Context: an optimization exercise on an open-source flow, tuned for small area, a short achievable clock period and few clock cycles per item. The choices shown serve that exercise and are no tape-out recipe.
Function was checked by simulation only, so behaviour that the tests miss may differ from the original.

==> run Z <==
==> flow/design.v (excerpt) <==
module Viterbi (clk, reset, in_valid, in_word, in_ready,
                out_valid, out_tag, out_last, error);
clock: 22.0 ns
lec_check: 0
cap_margin: 20
core_margin: 2
core_utilization: 40
place_density: 0.6
slew_margin: 20
synth_memory_max_bits: 16384
standard.sh (not shown) runs the stock make flow with config.mk's settings and CLKGATE_MAP_FILE= SYNTH_SCRIPT=/design/flow/synth_recipe.tcl, a recipe that flattens the netlist after the stock synthesis.
==> flow/flow/run.sh <==
#!/bin/bash
# The standard ORFS layout (standard.sh, which logs each step under
# orfs/logs/), with the timing repair steps (floorplan, post-CTS, post-route)
# aiming for a setup slack of 15 ns at the design's clock period and
# constraints, instead of 0. The make output goes to flow_make.log.
set -euo pipefail
bash standard.sh SETUP_SLACK_MARGIN=15 finish > flow_make.log 2>&1
==> run R: changes against run Z <==
--- a/flow/design.v
+++ b/flow/design.v
@@ -1459,14 +1459,15 @@
 reg p0_first, p0_kend, p0_wend, p0_k, p0_m;
 reg [43:0] p0_pet;             
 reg [30:0] p0_dval;            
 reg [35:0] p0_bdn;
 reg [22:0] p0_xn;
 reg [4:0] p0_n;
 reg [3:0] p0_a0;
+reg [1:0] p0_live;            
 reg [30:0] d0, d1;             
 reg [30:0] acc;                
 reg bj, hbp;                   
 reg fx;                        
 wire [30:0] mval;              
 wire mz = (p0_dval == 31'd0);  
 wire cmp_gt;
@@ -1551,21 +1552,17 @@
         live <= newlive;
         b0 <= a0;
     end
     if (~popr & issue) prev_k <= sel_k;
 end
 wire [43:0] r_pet;
 Transition_rom prom (.idx(r_idx), .pet(r_pet));
-wire r_fin = (r_op == 2'd2);
-wire du_m = bub ? 1'b1 : r_fin ? (r_live[1] & use1) : (r_op == 2'd1) ? 1'b0 : (r_m ? use1 : use0);
-wire [30:0] du_rest = bub ? 31'd0 : r_fin ? (r_live[1] ? d1_fn : 31'd0) : (r_op == 2'd1) ? r_pet[30:0]
-                    : (r_m ? d1_fn : d0_fn);
-wire pu_m = r_live[0] & use0;
-wire [30:0] pu_rest = r_live[0] ? d0_fn : 31'd0;
-wire [43:0] p0_pet_d = r_fin ? {13'd0, ((pu_m & ~mz) ? mval : (pu_m ? 31'd0 : pu_rest))} : r_pet;
+wire du_m = bub ? 1'b1 : (r_op != 2'd0) ? 1'b0 : (r_m ? use1 : use0);
+wire [30:0] du_rest = bub ? 31'd0 : (r_op != 2'd0) ? r_pet[30:0] : (r_m ? d1_fn : d0_fn);
+wire [43:0] p0_pet_d = r_pet;
 wire [30:0] p0_dval_d = (du_m & ~mz) ? mval : (du_m ? 31'd0 : du_rest);
 always @(posedge clk) begin
     if (!reset) p0_v <= 1'b0;
     else p0_v <= ~bub & r_v;
 end
 always @(posedge clk) begin
     begin
@@ -1574,27 +1571,30 @@
             p0_first <= r_first;
             p0_kend <= r_kend;
             p0_wend <= r_wend;
             p0_k <= r_k;
             p0_m <= r_m;
             p0_n <= r_n;
             p0_a0 <= r_a0;
+            p0_live <= r_live;
             p0_pet <= p0_pet_d;
             p0_bdn <= ~p0_pet_d[35:0];
         end
         p0_dval <= p0_dval_d;
         p0_xn <= ~p0_dval_d[22:0];
     end
 end
 Multiply_booth mul (.a_enc(p0_pet), .b(p0_dval), .bdn(p0_bdn), .xn(p0_xn), .result(mval));
-wire [30:0] cmp_a = p0_dval;
-wire [30:0] cmp_b = fx ? acc : p0_pet[30:0];
+wire [30:0] d0m = p0_live[0] ? d0 : 31'd0;
+wire [30:0] d1m = p0_live[1] ? d1 : 31'd0;
+wire [30:0] cmp_a = fx ? p0_dval : d1m;
+wire [30:0] cmp_b = fx ? acc : d0m;
 assign cmp_gt = cmp_a > cmp_b;
 wire fin1 = cmp_gt;
-wire fin0 = ~cmp_gt & (p0_pet[30:0] != 31'd0);
+wire fin0 = ~cmp_gt & (d0m != 31'd0);
 reg [3:0] sa0 [0:15];
 reg [15:0] sb0, sb1;
 reg [3:0] eb0 [0:15];
 reg [3:0] eb1 [0:15];
 wire bp0 = wb_k ? hbp : wb_bj;
 wire bp1 = wb_bj;
 wire [15:0] fbits = fin1 ? sb1 : sb0;
==> flow/flow/run.sh (replaced) <==
#!/bin/bash
# Own layout flow: the standard ORFS layout (standard.sh), with the timing
# repair steps (after floorplan, CTS and global route) aiming for a larger setup
# slack than 0 at the design's own clock period and constraints. If the
# finished layout comes within 3% of a max-slew or max-capacitance limit, the
# layout is made again with the next, smaller margin. Each attempt's make output
# is in flow_make_m<margin>.log and its ORFS logs and reports under
# orfs_m<margin>/ (the last attempt's stay in orfs/).
set -uo pipefail
MARGINS="16 15"
fits() {
  local r=orfs/reports/sky130hd/Viterbi/base/6_finish.rpt
  [[ -f $r && -f out/final.def ]] || return 1
  awk '
    /finish max_slew_check_slack_limit/ {getline; getline; s=$1}
    /finish max_capacitance_check_slack_limit/ {getline; getline; c=$1}
    END { exit !(s != "" && c != "" && s+0 >= 0.03 && c+0 >= 0.03) }' "$r"
}
last=""
for m in $MARGINS; do
  if [[ -n $last ]]; then
    mv orfs "orfs_m$last"
    rm -f out/final.def
  fi
  last=$m
  if bash standard.sh "SETUP_SLACK_MARGIN=$m" finish > "flow_make_m$m.log" 2>&1 && fits; then
    exit 0
  fi
done
[[ -f out/final.def ]]
==> run P: changes against run Z <==
==> flow/flow/run.sh (replaced) <==
#!/bin/bash
# The standard ORFS layout (standard.sh, which logs each step under
# orfs/logs/), with the timing repair steps (floorplan, post-CTS, post-route)
# aiming for a setup slack of 16 ns at the design's clock period and
# constraints, instead of 0. The make output goes to flow_make.log.
set -euo pipefail
bash standard.sh SETUP_SLACK_MARGIN=16 finish > flow_make.log 2>&1
==> comparison table <==
Status: run R no timing/DRC/antenna violations; run Z no timing/DRC/antenna violations; run P complete, but fails checks
Reasons for failing layout checks: run R -; run Z -; run P max-capacitance violations, max-slew violations
M1 wire length: run R 80.9 mm; run Z 87.0 mm; run P 82.5 mm
Drt first pass iters: run R 7; run Z 6; run P 6
Upper clock frequency limit: run R 164 MHz; run Z 147 MHz; run P 158 MHz
Total inserted antenna cells: run R 3; run Z 7; run P 0
Hold endpoint: run R sa0[0][0]; run Z p0_n[1]; run P p0_a0[2]
Register-to-register setup slack: run R 15.91 ns; run Z 15.18 ns; run P 15.67 ns
Floorplan core area: run R 0.107 mm2; run Z 0.109 mm2; run P 0.109 mm2
FFs & Latches: run R 544; run Z 542; run P 542
Total number of clock tree sinks: run R 544; run Z 542; run P 542
R2r worst-path depth: run R 21; run Z 20; run P 24
Setup Slack @ Placement: run R 14.93 ns; run Z 14.45 ns; run P 14.68 ns
Placed cells: run R 5639; run Z 6001; run P 5992
Worst-Margin Slew: run R 1.32 ns; run Z 1.34 ns; run P 1.54 ns
Worst flop-to-flop path startpoint: run R p0_bdn[7]; run Z p0_xn[14]; run P p0_dval[10]
Register bit total from synthesis: run R 544; run Z 542; run P 542
Core Rows: run R 120; run Z 121; run P 121
Critical Path End: run R acc[6]; run Z p0_bdn[2]; run P p0_pet[16]
Average cell area after synthesis: run R 9.78 um2; run Z 9.43 um2; run P 9.43 um2
Headroom to the max-slew limit: run R 0.113; run Z 0.104; run P -0.0302
Number of violations reported at the end of detailed-routing iteration 0: run R 4698; run Z 5848; run P 5502
Met3 Track Usage GR: run R 0.0600; run Z 0.0738; run P 0.0823
Register area share after synthesis: run R 0.366; run Z 0.354; run P 0.354
Testbench counts of run Z, summed over its fixed seeds: cycles 4,834, words 3,918.
Testbench counts of run R, summed over its fixed seeds: cycles 4,834, words 3,918.
Testbench counts of run P, summed over its fixed seeds: cycles 4,834, words 3,918.

[afterwards: timing with drivers on the ports]
In the flow no input, the clock included, has a driving cell. The finished layouts below were timed again as built, in two steps. Step 1: set_driving_cell puts a clkbuf_16 on clk and a buf_2 on each other input, an assumption about the parent block. Step 2 adds t to the input delays and takes it off the output delays; t is the mean of the earliest and latest rising clock arrival at the registers after step 1. Input paths then give back, and output paths get back, about the clock's delay inside the block. Slacks: ideal / step 1 / step 2; pairs: ideal / step 1.
| run | t, ns | setup WS [ns] | cell pins on the clock port's net |
|---|---|---|---|
| run Z | 0.723 | 15.181 / 15.181 / 15.181 | 1 |
| run R | 0.716 | 15.910 / 15.910 / 15.474 | 1 |
| run P | 0.704 | 15.674 / 15.674 / 15.674 | 1 |
The setup slack of run R, which loses most, moves by 0.000 ns with the drivers and by -0.436 ns with both steps.
